Source: an optimization exercise on an open RTL-to-GDS flow (aim: small area). Production flows keep margins and buffers that such runs may drop.
At most, simulation tests tie the RTL to the original design; equivalence was not proved.
The RTL of run 5 was laid out without a check of its function.
The flow treats the clock pin as an ideal source, which a real chip does not have.
No activity file was given, so power comes from the tool's default toggle rates.

**flow/constraint.sdc**
```tcl
create_clock -name core_clock -period 10.0 [get_ports {clk}]
set_input_delay 2.0000 -clock core_clock [delete_from_list [all_inputs] [get_ports {clk}]]
set_output_delay 2.0000 -clock core_clock [all_outputs]
set_load 0.01 [all_outputs]
```
**flow/standard.sh**
```bash
#!/bin/bash
# synth_recipe.tcl (not shown) runs the flow's synth.tcl, then flattens the netlist and writes it again
# the make line also repeats each setting of config.mk as NAME=value (left out here)
make -C /OpenROAD-flow-scripts/flow DESIGN_CONFIG=/design/flow/config.mk WORK_HOME=/design/flow/orfs CLKGATE_MAP_FILE= SYNTH_SCRIPT=/design/flow/synth_recipe.tcl "${@:-finish}"
```
**flow/flow/run.sh**
```bash
#!/bin/bash
# Own layout flow: the standard synthesis, then the combinational logic re-mapped for
# area (registers untouched, equivalence proven by Yosys), then the standard layout.
set -euo pipefail
W=$PWD
R=$W/orfs/results/${FLOW_PLATFORM:-sky130hd}/Basys3_Abacus_Top/base
bash standard.sh synth > $W/standard_synth.log 2>&1
cp $R/1_2_yosys.v $W/std_netlist.v
if bash flow/reopt.sh $W/std_netlist.v $W/reopt_netlist.v $W/reopt > $W/reopt.log 2>&1 \
   && grep -q "Equivalence successfully proven" $W/reopt/equiv_yosys.log \
   && ! grep -q '\$' $W/reopt/reopt_stat.txt \
   && [[ ! -s $W/reopt/regs.diff ]]; then
  echo "using the re-mapped netlist" >> $W/reopt.log
  cp $W/reopt_netlist.v $R/1_2_yosys.v
  rm -f $R/1_synth.odb $R/1_synth.sdc
else
  echo "keeping the standard netlist" >> $W/reopt.log
fi
if [[ -f flow/cts_args ]]; then
  export CTS_ARGS="$(cat flow/cts_args)"
fi
if [[ -f flow/post_cts.tcl ]]; then
  export POST_CTS_TCL="$W/flow/post_cts.tcl"
fi
if [[ -f flow/port_buffer ]]; then
  export BUFFER_PORTS_ARGS="-buffer_cell $(cat flow/port_buffer)"
fi
bash standard.sh finish > $W/standard_finish.log 2>&1
```
**flow/flow/areaC.abc**
```
strash
&get -n
&deepsyn -J 100 -S @SEED@
&dch -f
&nf -R 1000
&put
strash
&get -n
&dch -f
&nf -R 1000
&put
```
**flow/flow/dont_use.txt**
```
sky130_fd_sc_hd__lpflow_bleeder_1
sky130_fd_sc_hd__lpflow_clkbufkapwr_1
sky130_fd_sc_hd__lpflow_clkbufkapwr_16
sky130_fd_sc_hd__lpflow_clkbufkapwr_2
sky130_fd_sc_hd__lpflow_clkbufkapwr_4
sky130_fd_sc_hd__lpflow_clkbufkapwr_8
sky130_fd_sc_hd__lpflow_clkinvkapwr_1
sky130_fd_sc_hd__lpflow_clkinvkapwr_16
sky130_fd_sc_hd__lpflow_clkinvkapwr_2
sky130_fd_sc_hd__lpflow_clkinvkapwr_4
sky130_fd_sc_hd__lpflow_clkinvkapwr_8
sky130_fd_sc_hd__lpflow_decapkapwr_12
sky130_fd_sc_hd__lpflow_decapkapwr_3
sky130_fd_sc_hd__lpflow_decapkapwr_4
sky130_fd_sc_hd__lpflow_decapkapwr_6
sky130_fd_sc_hd__lpflow_decapkapwr_8
sky130_fd_sc_hd__lpflow_inputiso0n_1
sky130_fd_sc_hd__lpflow_inputiso0p_1
sky130_fd_sc_hd__lpflow_inputiso1n_1
sky130_fd_sc_hd__lpflow_inputiso1p_1
sky130_fd_sc_hd__lpflow_inputisolatch_1
sky130_fd_sc_hd__lpflow_isobufsrc_1
sky130_fd_sc_hd__lpflow_isobufsrc_16
sky130_fd_sc_hd__lpflow_isobufsrc_2
sky130_fd_sc_hd__lpflow_isobufsrc_4
sky130_fd_sc_hd__lpflow_isobufsrc_8
sky130_fd_sc_hd__lpflow_isobufsrckapwr_16
sky130_fd_sc_hd__lpflow_lsbuf_lh_hl_isowell_tap_1
sky130_fd_sc_hd__lpflow_lsbuf_lh_hl_isowell_tap_2
sky130_fd_sc_hd__lpflow_lsbuf_lh_hl_isowell_tap_4
sky130_fd_sc_hd__lpflow_lsbuf_lh_isowell_4
sky130_fd_sc_hd__lpflow_lsbuf_lh_isowell_tap_1
sky130_fd_sc_hd__lpflow_lsbuf_lh_isowell_tap_2
sky130_fd_sc_hd__lpflow_lsbuf_lh_isowell_tap_4
sky130_fd_sc_hd__probe_p_8
sky130_fd_sc_hd__probec_p_8
```
**flow/design.v**
```verilog
`timescale 1ns / 1ps
module Basys3_Abacus_Top(
    input clk,
    input rst,
    input btnC,
    input btnR,
    input btnU,
    input [15:0] sw,
    output [6:0] seg,
    output dp,
    output [3:0] an,
    output [15:0] led
);
reg [4:0] c;
reg [6:0] u;
always @(posedge clk) begin
    if (rst) c <= 5'd0;
    else c <= c + 5'd1;
end
always @(posedge clk) begin
    if (rst) u <= 7'b0000001;
    else if (c[2:0] == 3'd7) u <= (u == 7'b1110000) ? 7'b0000001 : {u[5:0], u[6] ^ u[5]};
end
wire slow_tick = (c == 5'd16);    
wire deb_new   = (c == 5'd17);    
wire set_pulse = (c == 5'd18);    
wire sec_tick  = (u == 7'b1000100) && (c[2:0] == 3'd4);    
reg [1:0] qc, qr, qu;
reg qc3, qr3, qu3;
always @(posedge clk) begin
    if (rst) begin
        qc <= 2'd0; qr <= 2'd0; qu <= 2'd0;
    end else if (slow_tick) begin
        qc <= {qc[0], btnC};
        qr <= {qr[0], btnR};
        qu <= {qu[0], btnU};
    end
end
always @(posedge clk) begin
    if (slow_tick) begin
        qr3 <= qr[1]; qu3 <= qu[1];
    end
end
always @(posedge clk) qc3 <= qc[1];
wire degC = qc[1] & ~qc3;    
wire degR = qr[1] & ~qr3;
wire degU = qu[1] & ~qu3;
wire set_time_mode = sw[1] & ~sw[0];
reg sel;
always @(posedge clk) begin
    if (rst) sel <= 1'b0;
    else if (degR & set_pulse) sel <= ~sel;
end
wire set_minutes = set_pulse & degU & sel;
wire set_hours   = set_pulse & degU & ~sel;
reg [5:0] sec, mn;
reg [4:0] hr;
reg sec_roll, mn_roll, mn_prev, hr_prev;
always @(posedge clk) begin
    if (rst) begin
        sec <= 6'd0; sec_roll <= 1'b0;
    end else if (sec_tick) begin
        if (sec == 6'd59) begin sec <= 6'd0; sec_roll <= 1'b1; end
        else begin sec <= sec + 6'd1; sec_roll <= 1'b0; end
    end
end
wire mn_inc = set_time_mode ? set_minutes : sec_roll;
wire mn_tick = mn_inc & ~mn_prev;
always @(posedge clk) mn_prev <= mn_inc;
always @(posedge clk) begin
    if (rst) begin
        mn <= 6'd0; mn_roll <= 1'b0;
    end else begin
        if (mn_tick) begin
            if (mn == 6'd59) begin mn <= 6'd0; mn_roll <= 1'b1; end
            else begin mn <= mn + 6'd1; mn_roll <= 1'b0; end
        end
    end
end
wire hr_inc = set_time_mode ? set_hours : mn_roll;
wire hr_tick = hr_inc & ~hr_prev;
always @(posedge clk) hr_prev <= hr_inc;
always @(posedge clk) begin
    if (rst) begin
        hr <= 5'd0;
    end else begin
        if (hr_tick) hr <= (hr == 5'd23) ? 5'd0 : hr + 5'd1;
    end
end
assign led = {16{(mn == sw[9:4]) && ({1'b0, hr} == sw[15:10])}};
reg run;
always @(posedge clk) begin
    if (rst) run <= 1'b0;
    else if (degC & deb_new) run <= ~run;
end
wire sw_en = ~sw[1] & sw[0] & run;
reg [2:0] dcnt;
reg dtmp;
always @(posedge clk) begin
    if (rst) begin
        dcnt <= 3'd0; dtmp <= 1'b0;
    end else if (sw_en) begin
        if (dcnt == 3'd7) dcnt <= 3'd1;
        else if (dcnt == 3'd4) begin dcnt <= dtmp ? 3'd0 : 3'd7; dtmp <= ~dtmp; end
        else dcnt <= dcnt + 3'd1;
    end else if (dcnt == 3'd7) dcnt <= 3'd0;
end
wire ms_tick = (dcnt == 3'd7);
reg [6:0] ms, ss;
reg ss_tick;
always @(posedge clk) begin
    if (rst || degR) begin
        ms <= 7'd0; ss_tick <= 1'b0;
    end else begin
        ss_tick <= ms_tick && (ms == 7'd99);
        if (ms_tick) ms <= (ms == 7'd99) ? 7'd0 : ms + 7'd1;
    end
end
always @(posedge clk) begin
    if (rst || degR) ss <= 7'd0;
    else if (ss_tick) ss <= (ss == 7'd99) ? 7'd0 : ss + 7'd1;
end
wire [1:0] s = c[3:2];
reg [6:0] v;
always @(*) begin
    case (sw[1:0])
        2'b01: v = s[1] ? ss : ms;
        2'b11: v = 7'd0;
        default: v = btnC ? (s[1] ? 7'd0 : {1'b0, sec}) : (s[1] ? {2'b0, hr} : {1'b0, mn});
    endcase
end
wire [3:0] tens = v / 7'd10;
wire [3:0] ones = v % 7'd10;
reg [3:0] digit;
always @(posedge clk) begin
    if (rst) digit <= 4'd0;
    else digit <= s[0] ? tens : ones;
end
wire [6:0] a_to_g;
assign a_to_g[0] = (digit[0] & ~digit[1] & ~digit[2] & ~digit[3]) | (~digit[0] & ~digit[1] & digit[2]);
assign a_to_g[1] = (digit[0] & ~digit[1] & digit[2]) | (~digit[0] & digit[1] & digit[2]);
assign a_to_g[2] = (~digit[0] & digit[1] & ~digit[2]);
assign a_to_g[3] = (digit[0] & ~digit[1] & ~digit[2] & ~digit[3]) | (~digit[0] & ~digit[1] & digit[2]) | (digit[0] & digit[1] & digit[2]);
assign a_to_g[4] = (digit[0]) | (~digit[1] & digit[2]);
assign a_to_g[5] = (digit[0] & ~digit[2] & ~digit[3]) | (digit[1] & ~digit[2]) | (digit[0] & digit[1]);
assign a_to_g[6] = (~digit[1] & ~digit[2] & ~digit[3]) | (digit[0] & digit[1] & digit[2]);
assign seg = a_to_g;
assign dp = 1'b1;
assign an = ~(4'b0001 << s);
endmodule
```
**flow/flow/reopt.sh**
```bash
#!/bin/bash
# Re-map the combinational logic of the standard synthesis netlist for area.
# Flip-flops are kept as black boxes, so their instance names and cell types stay as
# the standard synthesis made them. ABC runs with a few fixed random seeds and the
# smallest result is kept; Yosys then proves it equal to the standard netlist.
# usage: reopt.sh IN.v OUT.v WORKDIR
set -euo pipefail
IN=$1; OUT=$2; D=$3
HERE=$(cd "$(dirname "$0")" && pwd)
YOSYS=${YOSYS_EXE:-/OpenROAD-flow-scripts/tools/install/yosys/bin/yosys}
LIB=${FLOW_HOME:-/OpenROAD-flow-scripts/flow}/platforms/sky130hd/lib/sky130_fd_sc_hd__tt_025C_1v80.lib
SEEDS=${REOPT_SEEDS:-"$(echo {0..15} B_{0..15} C_{0..15})"}
JOBS=${NUM_CORES:-4}
mkdir -p $D
SEQ=$(grep -o 'sky130_fd_sc_hd__[a-z0-9_]*' $IN | sort -u | grep -E '__(df|edf|sdf|dl|sdl)' || true)
DONT=""
for c in $(cat $HERE/dont_use.txt); do DONT="$DONT -dont_use $c"; done
run_seed() {
  local s=$1
  local scr=${ABC_SCRIPT:-$HERE/area.abc}
  if [[ $s == *_* ]]; then scr=$HERE/area${s%%_*}.abc; fi
  sed "s/@SEED@/${s##*_}/" $scr > $D/area_$s.abc
  {
    echo "read_liberty -ignore_miss_func $LIB"
    for c in $SEQ; do echo "blackbox $c"; done
    echo "read_verilog $IN"
    echo "hierarchy -top Basys3_Abacus_Top"
    echo "flatten"
    echo "opt -purge"
    echo "abc -script $D/area_$s.abc -liberty $LIB $DONT"
    echo "opt_clean -purge"
    echo "hilomap -singleton -hicell sky130_fd_sc_hd__conb_1 HI -locell sky130_fd_sc_hd__conb_1 LO"
    echo "insbuf -buf sky130_fd_sc_hd__buf_1 A X"
    echo "opt_clean -purge"
    echo "tee -o $D/stat_$s.txt stat -liberty $LIB"
    echo "write_verilog -noattr -nohex -nodec $D/out_$s.v"
  } > $D/reopt_$s.ys
  $YOSYS -s $D/reopt_$s.ys > $D/reopt_yosys_$s.log 2>&1 || true
}
n=0
for s in $SEEDS; do
  run_seed $s &
  n=$((n+1))
  if (( n % JOBS == 0 )); then wait; fi
done
wait
# smallest fully mapped result first
: > $D/ranking.txt
for s in $SEEDS; do
  if [[ -f $D/stat_$s.txt ]] && ! grep -q '\$' $D/stat_$s.txt; then
    echo "$(grep 'Chip area' $D/stat_$s.txt | awk '{print $NF}') $s" >> $D/ranking.txt
  fi
done
sort -g -o $D/ranking.txt $D/ranking.txt
for s in $(awk '{print $2}' $D/ranking.txt); do
  # prove the candidate equal to the standard netlist, register for register
  {
    echo "read_liberty -ignore_miss_func $LIB"
    echo "read_verilog $IN"
    echo "rename Basys3_Abacus_Top gold"
    echo "read_verilog $D/out_$s.v"
    echo "rename Basys3_Abacus_Top gate"
    echo "hierarchy -check"
    echo "rename -hide gold/w:_* gold/c:_* gate/w:_* gate/c:_*"
    echo "flatten gold gate"
    echo "opt_clean"
    echo "equiv_make gold gate equiv"
    echo "hierarchy -top equiv"
    echo "equiv_simple -undef"
    echo "equiv_induct -undef"
    echo "equiv_status -assert"
  } > $D/equiv_$s.ys
  if $YOSYS -s $D/equiv_$s.ys > $D/equiv_yosys_$s.log 2>&1 \
     && grep -q "Equivalence successfully proven" $D/equiv_yosys_$s.log; then
    # the same registers, by name and cell type
    if diff <(grep -E '^\s*sky130_fd_sc_hd__(df|edf|sdf|dl|sdl)' $IN | awk '{print $1, $2}' | sort) \
            <(grep -E '^\s*sky130_fd_sc_hd__(df|edf|sdf|dl|sdl)' $D/out_$s.v | awk '{print $1, $2}' | sort) > $D/regs_$s.diff; then
      cp $D/out_$s.v $OUT
      cp $D/equiv_yosys_$s.log $D/equiv_yosys.log
      cp $D/stat_$s.txt $D/reopt_stat.txt
      : > $D/regs.diff
      echo "chosen seed $s"
      exit 0
    fi
  fi
done
echo "no re-mapped netlist passed"
exit 1
```
**flow/config.mk**
```make
export PLATFORM = sky130hd
export DESIGN_NAME = Basys3_Abacus_Top
export DESIGN_NICKNAME = Basys3_Abacus_Top
export VERILOG_FILES = /design/flow/design.v
export SDC_FILE = /design/flow/constraint.sdc
export NUM_CORES = 4
export LEC_CHECK = 0
export ABC_AREA = 1
export CAP_MARGIN = 20
export CORE_MARGIN = 2
export CORE_UTILIZATION = 80
export PLACE_DENSITY = 0.95
export SLEW_MARGIN = 20
```
**flow/flow/area.abc**
```
strash
&get -n
&deepsyn -J 100 -S @SEED@
&dch -f
&nf -R 1000
&put
```
**flow/flow/post_cts.tcl**
```tcl
proc upsize_slow_clock_buffers {limit_ns big} {
  estimate_parasitics -placement
  set changed 0
  foreach inst [get_cells clkbuf_*] {
    set mx 0
    foreach opin [get_pins -of_objects $inst -filter "direction==output"] {
      set net [get_nets -of_objects $opin]
      foreach p [get_pins -of_objects $net -filter "direction==input"] {
        set s [get_property $p slew_max]
        if {$s > $mx} { set mx $s }
      }
    }
    if {$mx > $limit_ns && [get_property $inst ref_name] ne $big} {
      puts "upsizing [get_full_name $inst] (clock slew [format %.3f $mx] ns) to $big"
      replace_cell $inst $big
      incr changed
    }
  }
  if {$changed > 0} {
    detailed_placement
    estimate_parasitics -placement
  }
  return $changed
}
set lim 0.095
if {[info exists ::env(CLK_SLEW_TARGET_NS)]} { set lim $::env(CLK_SLEW_TARGET_NS) }
upsize_slow_clock_buffers $lim sky130_fd_sc_hd__clkbuf_8
```
**flow/flow/cts_args**
```
-sink_clustering_enable -repair_clock_nets -buf_list {sky130_fd_sc_hd__clkbuf_4} -dont_use_dummy_load
```
**flow/flow/areaB.abc**
```
strash
dc2
&get -n
&deepsyn -J 100 -S @SEED@
&dch -f
&nf -R 1000
&put
```
**flow/flow/port_buffer**
```
sky130_fd_sc_hd__buf_1
```
==> out/results.txt, run 1 <==
status: finished clean
DR vias/cell: 6.53
Initial Utilization: 82.4%
Setup WS pre-CTS: 4110 ps
FF-to-FF setup slack: 6790 ps
pin count of the biggest net entering global routing: 33
CP Capture Type: primary output
WS Path Type: in -> out
initial antenna violation count: 0
Mapped Avg Cell Area: 8.39 um2
CP max FO: 16
Syn Nets: 378
die width: 65.2 um
RePlAce Congestion: 0.905
Die Span Y: 65.2 um
first-pass GRT wire length: 12,000 um
PD cells: 132 nW/um2
leading cell type in the layout, fill and taps excluded: dfxtp_1
WL per Instance: 16.7 um
Final Cell Area: 3270 um2
GRT Util Overall: 37.2%
Post-Syn Instances: 357
setup TNS: 0 ps
half-perimeter wire length after placement: 5040 um
unrepaired setup endpoints after global routing: no
FP Rows: 22
Critical Path RT: 8000 ps
routed vias: 2,898
Ant. Diodes: 0
startpoint types: input pin
Tcrit/Tclk final: 58.4%
overall power: 0.433 mW
worst path cell trace: buf_1 -> clkinv_1 -> a22o_1 -> a2111oi_0 -> o211ai_1 -> nor4_2 -> buf_1
post-route setup slack: 4160 ps
Antenna Nets Post-Route: 0
Overflow after GRT: 0
drt pass-1 iters: 7
slew at the pin closest to its max-slew limit: 940 ps
Layout area overhead: 9.19%
Worst VDD drop: 0.000104 V
skew final: 30.5 ps
final-stage net count: 419
CP arrival: 3840 ps
slowest CP cell: nor4_2
IO Pins: 49
CP most frequent cell: buf_1
slowest stage delay, CP: 810 ps
hold_sp: qc[1]
Initial DRC Count: 317
layout cells sized above 1: 2.78%
Leakage: 1.18 nW
WL final: 7430 um
worst skew pair latency: 360 ps
Worst Path Buf+Inv: 3
IO Port Bufs: 45
vias in the first global route: 2,697
Max Freq: 0.171 GHz
Placement Cell Area: 3180 um2
# DRC: 0
clock sinks: 67
R2R cell count: 11
Yosys warning count: 1
CTS tree: yes
Final setup violation count: 0
clock slew at reported path FFs: 100 ps
endpoints failing hold: 0
slew margin rel.: 36.8%
most frequent cells in the layout: dfxtp_1 (65), buf_1 (45), nor2_1 (38)
Reg2Reg Launch Point: c[3]
hold endpoint: qc3
r2r endpoint: digit[3]
post-route minimum period: 5840 ps
Core ar.: 3630 um2
max_cap viols: 0
Post-Syn Area: 3000 um2
area of the die: 4250 um2
Final Slew Violations: 0
Hold WC Path Type: reg -> reg
delay-heaviest family, CP: simple AND/OR/NAND/NOR gates
hold depth: 0
per-layer routing:
metal  GRT usage, %  up-vias  wire (um)
li1               -     1367          -
met1           42.8     1319       2900
met2           62.5      169       3600
met3           9.93       43        602
met4           21.1        0        322
met5              0        -          0
worst max-delay path by stage:
stage	from	to	slack (ps)	depth (start not counted)
global placement	sw[8]	led[1]	4230	7
global route	sw[8]	led[3]	3780	7
floorplan	sw[8]	led[10]	3840	6
detailed placement	sw[8]	led[15]	4110	7
finish	sw[8]	led[15]	4160	7
final cells by class:
class / instances / area, um2
Multi-Input combinational cell: 261 / 1530
Sequential cell: 67 / 1360
Fill cell: 176 / 363
Timing Repair Buffer: 46 / 176
Clock buffer: 9 / 92.6
Tap cell: 48 / 60.1
Inverter: 13 / 48.8
per-stage QoR:
stage,hold slack [ps],cells,util (%)
finish,396,444,90.0
global route,404,444,90.0
detailed placement,373,435,87.5
global placement,369,435,87.5
floorplan,351,357,-
flip-flops by register name, summed over array words and instances (netlist names), 3 cells and up:
signal,flops
sec,6
ms,7
ss,7
mn,6
u,7
c,5
hr,5
digit,4
dcnt,3
power by group:
| group | internal [mW] | switching (mW) | total, mW | leakage (nW) |
|---|---|---|---|---|
| registers | 0.269 | 0.00205 | 0.271 | 0.540 |
| clock network | 0.0592 | 0.0854 | 0.145 | 0.0518 |
| logic | 0.00577 | 0.0118 | 0.0176 | 0.593 |
==> run 2: changes to the inputs <==
--- a/flow/config.mk
+++ b/flow/config.mk
@@ -8,6 +8,6 @@
 export ABC_AREA = 1
 export CAP_MARGIN = 20
 export CORE_MARGIN = 2
-export CORE_UTILIZATION = 80
+export CORE_UTILIZATION = 75
 export PLACE_DENSITY = 0.95
 export SLEW_MARGIN = 20
==> run 2 against run 1 <==
Compared with the run above:
- sequential power is essentially flat
- cell count is the same
- routed wire length shrank 7.8%
- clock power shrank 6%
- first-iteration DRC count shrank 26%
- hold slack lost 17 ps
- non-clock buffer count is the same
- sequential share of layout area grew 0.080 points
- critical path type unchanged
==> out/results.txt, run 2 <==
final-stage net count: 419 (unchanged)
layout cells sized above 1: 2.78% (unchanged)
half-perimeter wire length after placement: 5010 um (was 5040 um)
GRT Util Overall: 31.5% (was 37.2%)
skew final: 17.4 ps (was 30.5 ps)
hold depth: 0 (unchanged)
Initial DRC Count: 235 (was 317)
leading cell type in the layout, fill and taps excluded: dfxtp_1 (unchanged)
post-route minimum period: 5830 ps (was 5840 ps)
die width: 67.2 um (was 65.2 um)
Worst VDD drop: 0.000131 V (was 0.000104 V)
Largest regs: ms (7), ss (7), u (7) (unchanged)
FP Rows: 22 (unchanged)
Ant. Diodes: 0 (unchanged)
Tcrit/Tclk final: 58.3% (was 58.4%)
Leakage: 1.18 nW (about the same)
vias in the first global route: 2,494 (was 2,697)
unrepaired setup endpoints after global routing: no (unchanged)
Antenna Nets Post-Route: 0 (unchanged)
Overflow after GRT: 0 (unchanged)
Final setup violation count: 0 (unchanged)
WS Path Type: in -> out (unchanged)
most frequent cells in the layout: dfxtp_1 (65), buf_1 (45), nor2_1 (38) (unchanged)
CP max FO: 16 (unchanged)
Critical Path RT: 8000 ps (about the same)
setup TNS: 0 ps (unchanged)
Layout area overhead: 8.98% (was 9.19%)
slew margin rel.: 35.3% (was 36.8%)
IO Port Bufs: 45 (unchanged)
WL final: 6850 um (was 7430 um)
Syn Nets: 378 (unchanged)
Post-Syn Instances: 357 (unchanged)
clock sinks: 67 (unchanged)
Filler Cell Count: 213 (was 176)
initial antenna violation count: 0 (unchanged)
slew at the pin closest to its max-slew limit: 963 ps (was 940 ps)
R2R cell count: 12 (was 11)
CP arrival: 3830 ps (was 3840 ps)
CP Capture Type: primary output (unchanged)
WL per Instance: 15.4 um (was 16.7 um)
Die Span Y: 67.2 um (was 65.2 um)
status: finished clean (unchanged)
IO Pins: 49 (unchanged)
pin count of the biggest net entering global routing: 33 (unchanged)
drt pass-1 iters: 5 (was 7)
endpoints failing hold: 0 (unchanged)
area of the die: 4520 um2 (was 4250 um2)
Max Freq: 0.171 GHz (about the same)
DR vias/cell: 6.29 (was 6.53)
routed vias: 2,793 (was 2,898)
Initial Utilization: 80.0% (was 82.4%)
Mapped Avg Cell Area: 8.39 um2 (unchanged)
Core ar.: 3740 um2 (was 3630 um2)
# DRC: 0 (unchanged)
Yosys warning count: 1 (unchanged)
Final Slew Violations: 0 (unchanged)
worst skew pair latency: 340 ps (was 360 ps)
overall power: 0.424 mW (was 0.433 mW)
Post-Syn Area: 3000 um2 (unchanged)
CTS tree: yes (unchanged)
startpoint types: input pin (unchanged)
clock slew at reported path FFs: 80 ps (was 100 ps)
max_cap viols: 0 (unchanged)
RePlAce Congestion: 0.878 (was 0.905)
Hold WC Path Type: reg -> reg (unchanged)
PD cells: 130 nW/um2 (was 132 nW/um2)
first-pass GRT wire length: 10,700 um (was 12,000 um)
-- run 2: cell count changes in the layout (fill, tap and decap cells not counted) --
cell | previous run | this run
clkbuf_4 | 5 | 6
clkbuf_8 | 4 | 3
-- run 2: path summary, 6_finish.rpt --
kind | from | to | slack [ps]
worst max-delay path | sw[8] | led[3] | 4170
worst min-delay path | qc[1] | qc3 | 380
worst max register to register | c[3] | digit[3] | 6740
worst min register to register | qc[1] | qc3 | 380
-- run 2: final cells by class --
cell class	count	area [um2]	share of cell area, %
clock buffer	9	86.3	2.64
inverter	13	48.8	1.49
multi-input combinational	261	1530	46.9
sequential	67	1360	41.7
tap	48	60.1	1.84
timing repair buffer	46	176	5.40
-- run 2: power breakdown --
group / switching [mW] / internal, mW
clock network: 0.0817 / 0.0550
logic: 0.0109 / 0.00577
registers: 0.00176 / 0.269
-- run 2: metal layers --
layer | global-route usage, % | vias up | wire (um)
li1 | - | 1380 | -
met1 | 37.2 | 1296 | 2840
met2 | 54.6 | 97 | 3440
met3 | 7.83 | 20 | 431
met4 | 13.3 | 0 | 145
met5 | 0 | - | 0
-- run 2: worst max-delay path, stage by stage --
cell,delay [ps]
buf_1,90
clkinv_1,60
a22o_1,180
a2111oi_0,270
o211ai_1,170
nor4_2,820
buf_1,230
-- run 2: per-stage QoR --
| stage | worst slack (ps) | hold WS (ps) | util (%) | area, um2 | std cells |
|---|---|---|---|---|---|
| after global routing | 3730 | 387 | 87.2 | 3260 | 444 |
| after global placement | 4230 | 365 | 84.9 | 3180 | 435 |
| final | 4170 | 379 | 87.2 | 3260 | 444 |
| after detailed placement | 4150 | 368 | 84.9 | 3180 | 435 |
| after floorplan | 3840 | 351 | - | 3000 | 357 |
==> run 3: changes to the inputs <==
--- a/flow/config.mk
+++ b/flow/config.mk
@@ -8,6 +8,6 @@
 export ABC_AREA = 1
 export CAP_MARGIN = 20
 export CORE_MARGIN = 2
-export CORE_UTILIZATION = 75
-export PLACE_DENSITY = 0.95
+export CORE_UTILIZATION = 68
+export PLACE_DENSITY = 0.9
 export SLEW_MARGIN = 20
==> run 3 against run 2 <==
Compared with the run above:
- routed wire length is 5.7% lower
- global-route usage is 4.2 points lower
- clock power is 3% lower
- sequential share of layout area hardly changed
- register-to-register slack better by 40 ps
- utilization is 11 points lower
- count of clock-buffer cells in the layout stayed put
- synthesized cell count stayed put
- synthesized area stayed put
==> out/results.txt, run 3 <==
WS Path Type: in -> out (unchanged)
Die Span Y: 70.4 um (was 67.2 um)
leading cell type in the layout, fill and taps excluded: dfxtp_1 (unchanged)
WL final: 6460 um (was 6850 um)
first-pass GRT wire length: 10,600 um (was 10,700 um)
slew at the pin closest to its max-slew limit: 923 ps (was 963 ps)
post-route setup slack: 4090 ps (was 4170 ps)
die width: 70.4 um (was 67.2 um)
overall power: 0.420 mW (was 0.424 mW)
Filler Cell Count: 309 (was 213)
unrepaired setup endpoints after global routing: no (unchanged)
setup TNS: 0 ps (unchanged)
slew margin rel.: 37.9% (was 35.3%)
Core ar.: 4290 um2 (was 3740 um2)
worst skew pair latency: 340 ps (about the same)
initial antenna violation count: 0 (unchanged)
status: finished clean (unchanged)
CP max FO: 16 (unchanged)
Final Slew Violations: 0 (unchanged)
half-perimeter wire length after placement: 4690 um (was 5010 um)
Mapped Avg Cell Area: 8.39 um2 (unchanged)
max_cap viols: 0 (unchanged)
CP arrival: 3910 ps (was 3830 ps)
pin count of the biggest net entering global routing: 33 (unchanged)
slowest CP cell: nor4_2 (unchanged)
Largest regs: ms (7), ss (7), u (7) (unchanged)
delay-heaviest family, CP: simple AND/OR/NAND/NOR gates (unchanged)
DR vias/cell: 6.21 (was 6.29)
WL per Instance: 14.4 um (was 15.4 um)
area of the die: 4950 um2 (was 4520 um2)
post-route minimum period: 5910 ps (was 5830 ps)
RePlAce Congestion: 0.898 (was 0.878)
Worst VDD drop: 0.000108 V (was 0.000131 V)
clock slew at reported path FFs: 90 ps (was 80 ps)
Worst Path Buf+Inv: 3 (unchanged)
Hold WC Path Type: reg -> reg (unchanged)
Antenna Nets Post-Route: 0 (unchanged)
final-stage net count: 419 (unchanged)
Overflow after GRT: 0 (unchanged)
routed vias: 2,784 (was 2,793)
IO Port Bufs: 45 (unchanged)
most frequent cells in the layout: dfxtp_1 (65), buf_1 (45), nor2_1 (38) (unchanged)
Tcrit/Tclk final: 59.1% (was 58.3%)
vias in the first global route: 2,452 (was 2,494)
CP most frequent cell: buf_1 (unchanged)
PD cells: 129 nW/um2 (was 130 nW/um2)
skew final: 27.1 ps (was 17.4 ps)
Yosys warning count: 1 (unchanged)
Initial Utilization: 69.8% (was 80.0%)
clock sinks: 67 (unchanged)
Final setup violation count: 0 (unchanged)
worst path cell trace: buf_1 -> clkinv_1 -> a22o_1 -> a2111oi_0 -> o211ai_1 -> nor4_2 -> buf_1 (unchanged)
Critical Path RT: 8000 ps (about the same)
slowest stage delay, CP: 800 ps (was 820 ps)
GRT Util Overall: 27.4% (was 31.5%)
CTS tree: yes (unchanged)
startpoint types: input pin (unchanged)
Leakage: 1.18 nW (about the same)
Layout area overhead: 8.94% (was 8.98%)
CP Capture Type: primary output (unchanged)
FP Rows: 24 (was 22)
Max Freq: 0.169 GHz (was 0.171 GHz)
Ant. Diodes: 0 (unchanged)
Setup WS pre-CTS: 4150 ps (about the same)
endpoints failing hold: 0 (unchanged)
Initial DRC Count: 224 (was 235)
layout cells sized above 1: 2.78% (unchanged)
Post-Syn Area: 3000 um2 (unchanged)
Syn Nets: 378 (unchanged)
IO Pins: 49 (unchanged)
Post-Syn Instances: 357 (unchanged)
# DRC: 0 (unchanged)
drt pass-1 iters: 6 (was 5)
## run 3: stage by stage
stage	cell area (um2)	hold slack [ps]	utilization (%)	std cells
final	3260	380	76.0	448
after global placement	3180	372	74.1	439
after detailed placement	3180	371	74.1	439
after floorplan	3000	351	-	357
after global routing	3260	393	76.0	448
## run 3: metal layers
| metal | part of all wire (%) | track usage, % | routed length, um | up-vias |
|---|---|---|---|---|
| met5 | 0 | 0 | 0 | - |
| met1 | 44 | 33.5 | 2850 | 1290 |
| met4 | 3.2 | 15.8 | 205 | 0 |
| met2 | 47 | 44.0 | 3050 | 93 |
| li1 | - | - | - | 1378 |
| met3 | 5.5 | 6.20 | 355 | 23 |
## run 3: where the power goes
group          total (mW)  internal (mW)  switching [mW]  leakage [nW]
Sequential          0.270          0.269         0.00175         0.540
Clock               0.133         0.0508          0.0821        0.0466
Combinational      0.0168        0.00577          0.0111         0.593
## run 3: worst paths after layout
check	start	to	slack, ps	depth (start not counted)
worst max-delay path	sw[8]	led[0]	4090	7
worst min-delay path	qc[1]	qc3	380	0
worst max register to register	c[3]	digit[3]	6780	11
worst min register to register	qc[1]	qc3	380	0
## run 3: area by class of cell
| cell class | instances | area [um2] | share of cell area, % |
|---|---|---|---|
| clock buffer | 9 | 80.1 | 2.45 |
| inverter | 13 | 48.8 | 1.50 |
| multi-input combinational | 261 | 1530 | 46.9 |
| timing repair buffer | 46 | 176 | 5.41 |
| sequential | 67 | 1360 | 41.7 |
| tap | 52 | 65.1 | 1.99 |
==> run 4: changes to the inputs <==
--- a/flow/flow/post_cts.tcl
+++ b/flow/flow/post_cts.tcl
@@ -22,6 +22,6 @@
   }
   return $changed
 }
-set lim 0.095
+set lim 0.105
 if {[info exists ::env(CLK_SLEW_TARGET_NS)]} { set lim $::env(CLK_SLEW_TARGET_NS) }
 upsize_slow_clock_buffers $lim sky130_fd_sc_hd__clkbuf_8
==> run 4 against run 3 <==
Compared with the run above:
- clock skew decreased by 4.2 ps
- clock power decreased by 4%
- highest routed layer unchanged
- sequential cell count unchanged
- synthesized cell count unchanged
- count of clock-buffer cells in the layout unchanged
- fmax unchanged
- critical path depth unchanged
- still clean on timing, DRC and antenna
- global-route usage unchanged
- setup slack unchanged
- routed wire length decreased by 0.50%
- power decreased by 1.2%
==> out/results.txt, run 4 <==
status: finished clean (unchanged)
Syn Nets: 378 (unchanged)
initial antenna violation count: 0 (unchanged)
Overflow after GRT: 0 (unchanged)
GRT Util Overall: 27.4% (unchanged)
CP max FO: 16 (unchanged)
unrepaired setup endpoints after global routing: no (unchanged)
Initial DRC Count: 224 (unchanged)
RePlAce Congestion: 0.898 (unchanged)
Tcrit/Tclk final: 59.1% (unchanged)
WL final: 6430 um (was 6460 um)
CP arrival: 3910 ps (about the same)
PD cells: 127 nW/um2 (was 129 nW/um2)
Final Slew Violations: 0 (unchanged)
worst skew pair latency: 340 ps (about the same)
slew margin rel.: 37.9% (unchanged)
Worst VDD drop: 0.000107 V (was 0.000108 V)
Die Span Y: 70.4 um (unchanged)
first-pass GRT wire length: 10,600 um (unchanged)
Yosys warning count: 1 (unchanged)
IO Port Bufs: 45 (unchanged)
most frequent cells in the layout: dfxtp_1 (65), buf_1 (45), nor2_1 (38) (unchanged)
Hold WC Path Type: reg -> reg (unchanged)
Initial Utilization: 69.8% (unchanged)
Critical Path RT: 8000 ps (about the same)
IO Pins: 49 (unchanged)
leading cell type in the layout, fill and taps excluded: dfxtp_1 (unchanged)
GR Util met1: 33.5% (unchanged)
overall power: 0.415 mW (was 0.420 mW)
met2 GRT Util: 44.0% (unchanged)
pin count of the biggest net entering global routing: 33 (unchanged)
clock slew at reported path FFs: 90 ps (about the same)
startpoint types: input pin (unchanged)
routed vias: 2,760 (was 2,784)
post-route minimum period: 5910 ps (unchanged)
Leakage: 1.18 nW (about the same)
Placed Cells: 439 (unchanged)
met3 Resource Use GR: 6.20% (unchanged)
busiest grt layer: met2 (unchanged)
# DRC: 0 (unchanged)
half-perimeter wire length after placement: 4690 um (unchanged)
Layout area overhead: 8.73% (was 8.94%)
skew final: 22.9 ps (was 27.1 ps)
Final setup violation count: 0 (unchanged)
max_cap viols: 0 (unchanged)
Filler Cell Count: 311 (was 309)
drt pass-1 iters: 5 (was 6)
Mapped Avg Cell Area: 8.39 um2 (unchanged)
Post-Syn Area: 3000 um2 (unchanged)
Post-Syn Instances: 357 (unchanged)
Antenna Nets Post-Route: 0 (unchanged)
die width: 70.4 um (unchanged)
area of the die: 4950 um2 (unchanged)
vias in the first global route: 2,452 (unchanged)
slew at the pin closest to its max-slew limit: 923 ps (unchanged)
FP Rows: 24 (unchanged)
clock sinks: 67 (unchanged)
Non-Filler Instances: 448 (unchanged)
hold slack: 381 ps (was 380 ps)
CTS tree: yes (unchanged)
endpoints failing hold: 0 (unchanged)
Max Freq: 0.169 GHz (unchanged)
final-stage net count: 419 (unchanged)
Largest regs: ms (7), ss (7), u (7) (unchanged)
WL per Instance: 14.4 um (about the same)
WS Path Type: in -> out (unchanged)
setup TNS: 0 ps (unchanged)
CP Capture Type: primary output (unchanged)
Ant. Diodes: 0 (unchanged)
layout cells sized above 1: 2.78% (unchanged)
DR vias/cell: 6.16 (was 6.21)
Core ar.: 4290 um2 (unchanged)
final design utilization: 75.8% (was 76.0%)
[run 4: power by group]
part	leakage (nW)	switching (mW)	total, mW	internal, mW
sequential	0.540	0.00175	0.270	0.269
combinational	0.593	0.0111	0.0169	0.00577
clock	0.0440	0.0812	0.128	0.0465
total	1.18	0.0940	0.415	0.321
[run 4: layer usage]
metal	vias to the layer above	routed length (um)
met4	0	182
met2	83	3050
met3	18	329
met5	-	0
li1	1381	-
met1	1278	2870
[run 4: per-stage QoR]
stage | setup slack (ps) | area (um2)
5_1_grt | 3770 | 3260
2_1_floorplan | 3840 | 3000
6_report | 4090 | 3260
3_5_place_dp | 4150 | 3180
3_3_place_gp | 4230 | 3180
[run 4: area by class of cell]
| type | instances | area, um2 | share of cell area (%) |
|---|---|---|---|
| timing repair buffer | 46 | 176 | 5.42 |
| sequential | 67 | 1360 | 41.8 |
| multi-input combinational | 261 | 1530 | 47.0 |
| clock buffer | 9 | 73.8 | 2.27 |
| tap | 52 | 65.1 | 2.00 |
| inverter | 13 | 48.8 | 1.50 |
[run 4: final timing paths]
check | slack, ps | cells after the start | to | from
max | 4090 | 7 | led[0] | sw[8]
min | 380 | 0 | qc3 | qc[1]
max reg2reg | 6820 | 11 | digit[3] | c[3]
min reg2reg | 380 | 0 | qc3 | qc[1]
[run 4: critical path, stage by stage]
cell and delay, ps:
buf_1 90, clkinv_1 60, a22o_1 190, a2111oi_0 350, o211ai_1 190, nor4_2 800
buf_1 220
==> run 5: changes to the inputs <==
--- a/flow/design.v
+++ b/flow/design.v
@@ -49,10 +49,11 @@
 reg sel;
 always @(posedge clk) begin
     if (rst) sel <= 1'b0;
-    else if (degR & set_pulse) sel <= ~sel;
+    else if (degR & deb_new) sel <= ~sel;
 end
-wire set_minutes = set_pulse & degU & sel;
-wire set_hours   = set_pulse & degU & ~sel;
+wire sel_prev = sel ^ degR;
+wire set_minutes = set_pulse & degU & sel_prev;
+wire set_hours   = set_pulse & degU & ~sel_prev;
 reg [5:0] sec, mn;
 reg [4:0] hr;
 reg sec_roll, mn_roll, mn_prev, hr_prev;
--- a/flow/flow/post_cts.tcl
+++ b/flow/flow/post_cts.tcl
@@ -22,6 +22,6 @@
   }
   return $changed
 }
-set lim 0.105
+set lim 0.095
 if {[info exists ::env(CLK_SLEW_TARGET_NS)]} { set lim $::env(CLK_SLEW_TARGET_NS) }
 upsize_slow_clock_buffers $lim sky130_fd_sc_hd__clkbuf_8
--- a/flow/config.mk
+++ b/flow/config.mk
@@ -8,6 +8,6 @@
 export ABC_AREA = 1
 export CAP_MARGIN = 20
 export CORE_MARGIN = 2
-export CORE_UTILIZATION = 68
-export PLACE_DENSITY = 0.9
+export CORE_UTILIZATION = 75
+export PLACE_DENSITY = 0.95
 export SLEW_MARGIN = 20
==> run 5 against run 4 <==
Compared with the run above:
- power up 3.2%
- cell count grew 1.3%
- via count increased by 2.5%
- non-clock buffer count unchanged
- highest routed layer unchanged
- largest cell class unchanged
- critical path depth shrank 1
- synthesized area up 0.96%
- still clean on timing, DRC and antenna
==> out/results.txt, run 5 <==
status: finished clean (unchanged)
IO Pins: 49 (unchanged)
DR vias/cell: 6.23 (was 6.16)
Initial DRC Count: 212 (was 224)
slew margin rel.: 37.5% (was 37.9%)
Final setup violation count: 0 (unchanged)
Placement Cell Area: 3210 um2 (was 3180 um2)
hold slack: 384 ps (was 381 ps)
Die Span Y: 67.5 um (was 70.4 um)
endpoints failing hold: 0 (unchanged)
drt pass-1 iters: 6 (was 5)
most frequent cells in the layout: dfxtp_1 (65), nor2_1 (45), buf_1 (45) (was dfxtp_1 (65), buf_1 (45), nor2_1 (38))
first-pass GRT wire length: 10,700 um (was 10,600 um)
Syn Nets: 386 (was 378)
RePlAce Congestion: 0.861 (was 0.898)
Tcrit/Tclk final: 56.8% (was 59.1%)
Leakage: 1.19 nW (was 1.18 nW)
Largest regs: ms (7), ss (7), u (7) (unchanged)
Worst path depth: 6 (was 7)
WS Path Type: in -> out (unchanged)
setup TNS: 0 ps (unchanged)
Worst VDD drop: 0.000114 V (was 0.000107 V)
Layout area overhead: 9.39% (was 8.73%)
Clk pwr share: 32.5% (was 30.8%)
Max Freq: 0.176 GHz (was 0.169 GHz)
Antenna Nets Post-Route: 0 (unchanged)
startpoint types: input pin (unchanged)
# DRC: 0 (unchanged)
worst skew pair latency: 350 ps (was 340 ps)
vias in the first global route: 2,552 (was 2,452)
Int Pwr: 0.330 mW (was 0.321 mW)
layout cells sized above 1: 2.72% (was 2.78%)
Psw: 0.0981 mW (was 0.0940 mW)
Initial Utilization: 76.7% (was 69.8%)
WL final: 6730 um (was 6430 um)
CP Capture Type: primary output (unchanged)
worst path cell trace: buf_1 -> xor2_1 -> a2111oi_0 -> nand3_1 -> a2111oi_4 -> buf_1 (was buf_1 -> clkinv_1 -> a22o_1 -> a2111oi_0 -> o211ai_1 -> nor4_2 -> buf_1)
final-stage net count: 427 (was 419)
post-route minimum period: 5680 ps (was 5910 ps)
Post-Syn Area: 3020 um2 (was 3000 um2)
Mapped Avg Cell Area: 8.29 um2 (was 8.39 um2)
leading cell type in the layout, fill and taps excluded: dfxtp_1 (unchanged)
FF-to-FF setup slack: 6640 ps (was 6820 ps)
GRT Util Overall: 31.4% (was 27.4%)
final design utilization: 83.9% (was 75.8%)
routed vias: 2,829 (was 2,760)
Reg2Reg Launch Point: c[3] (unchanged)
Worst Path Buf+Inv: 2 (was 3)
PD cells: 129 nW/um2 (was 127 nW/um2)
slowest stage delay, CP: 660 ps (was 800 ps)
slowest CP cell: a2111oi_4 (was nor4_2)
Core ar.: 3940 um2 (was 4290 um2)
slew at the pin closest to its max-slew limit: 929 ps (was 923 ps)
Final Slew Violations: 0 (unchanged)
Final Cell Area: 3310 um2 (was 3260 um2)
unrepaired setup endpoints after global routing: no (unchanged)
hold depth: 0 (unchanged)
Overflow after GRT: 0 (unchanged)
r2r endpoint: digit[2] (was digit[3])
clock sinks: 67 (unchanged)
WL per Instance: 14.8 um (was 14.4 um)
FP Rows: 23 (was 24)
delay-heaviest family, CP: compound AO/OA/AOI/OAI gates (was simple AND/OR/NAND/NOR gates)
Post-Syn Instances: 365 (was 357)
CTS tree: yes (unchanged)
Setup WS pre-CTS: 4040 ps (was 4150 ps)
Ant. Diodes: 0 (unchanged)
R2R cell count: 13 (was 11)
area of the die: 4560 um2 (was 4950 um2)
Filler Cell Count: 251 (was 311)
Hold WC Path Type: reg -> reg (unchanged)
Flop pwr share: 63.2% (was 65.2%)
hold_sp: qc[1] (unchanged)
CP arrival: 3670 ps (was 3910 ps)
IO Port Bufs: 45 (unchanged)
die width: 67.5 um (was 70.4 um)
skew final: 27.9 ps (was 22.9 ps)
CP max FO: 16 (unchanged)
half-perimeter wire length after placement: 4860 um (was 4690 um)
initial antenna violation count: 0 (unchanged)
Critical Path RT: 8000 ps (about the same)
max_cap viols: 0 (unchanged)
CP most frequent cell: buf_1 (unchanged)
post-route setup slack: 4330 ps (was 4090 ps)
Sw Ratio: 22.9% (was 22.7%)
clock slew at reported path FFs: 90 ps (about the same)
hold endpoint: qc3 (unchanged)
combinational power share: 4.3% (was 4.1%)
Yosys warning count: 1 (unchanged)
pin count of the biggest net entering global routing: 32 (was 33)
[run 5: power groups by stage]
stage	logic, mW	registers (mW)	clock network [mW]
after floorplan	0.00985	0.276	0
after global placement	0.0172	0.277	0
after detailed placement	0.0180	0.277	0
after global routing	0.0208	0.271	0.147
final	0.0186	0.271	0.139
[run 5: routing by layer]
layer	up-vias	GRT usage [%]	share of wire [%]
li1	1390	-	-
met1	1321	35.2	42
met2	100	52.5	49
met3	18	10.8	5.8
met4	0	16.3	2.9
met5	-	0	0
[run 5: worst max path at each step]
stage | end | from
3_5_place_dp | led[8] | sw[5]
5_1_grt | led[8] | sw[12]
2_1_floorplan | led[10] | sw[12]
6_report | led[8] | sw[5]
3_3_place_gp | led[10] | sw[5]
[run 5: area by class of cell]
type,count,area (um2),area share (%)
clock buffers,9,86.3,2.61
inverters,16,60.1,1.82
multi-input cells,266,1560,47.2
flip-flops and latches,67,1360,41.1
well taps,50,62.6,1.89
repair buffers,46,176,5.33
[run 5: metrics by stage]
stage,power (mW),instances
6_report,0.428,454
5_1_grt,0.439,454
3_5_place_dp,0.295,445
3_3_place_gp,0.294,445
2_1_floorplan,0.286,365
[run 5: worst register-to-register path, stage by stage, from the launching register on]
cell      delay (ps)
dfxtp_1          420
nor3_1           580
a222oi_1         230
nand2_1          150
nand2_1          110
xnor2_1          200
nor3_1            90
nor3b_1          280
nor2_1           120
xnor2_1          160
or2_0            300
a21oi_1          260
o21ai_0          130
a221oi_1         250

==> re-timing with driven ports <==
In the flow no input, the clock included, has a driving cell. The finished layouts below were timed again as built, in two steps.
Step 1, drivers: a clkbuf_16 drives clk and a buf_2 each remaining input, both assumed.
Step 2 also shifts input and output timing later by t, the mid clock arrival at the registers, as if the neighbouring blocks saw the same clock.
Three values: ideal ports, drivers, drivers and shift; two values: the first two.
run | t, ns | setup slack, ns | latest minus earliest clock arrival (ns)
run 1 | 0.368 | 4.163 / 4.142 / 4.142 | 0.030 / 0.030
run 2 | 0.365 | 4.165 / 4.142 / 4.142 | 0.017 / 0.018
run 3 | 0.356 | 4.094 / 4.068 / 4.068 | 0.027 / 0.027
run 4 | 0.358 | 4.094 / 4.068 / 4.068 | 0.024 / 0.023
run 5 | 0.366 | 4.325 / 4.303 / 4.303 | 0.028 / 0.028
After both steps every run listed still meets setup and hold.
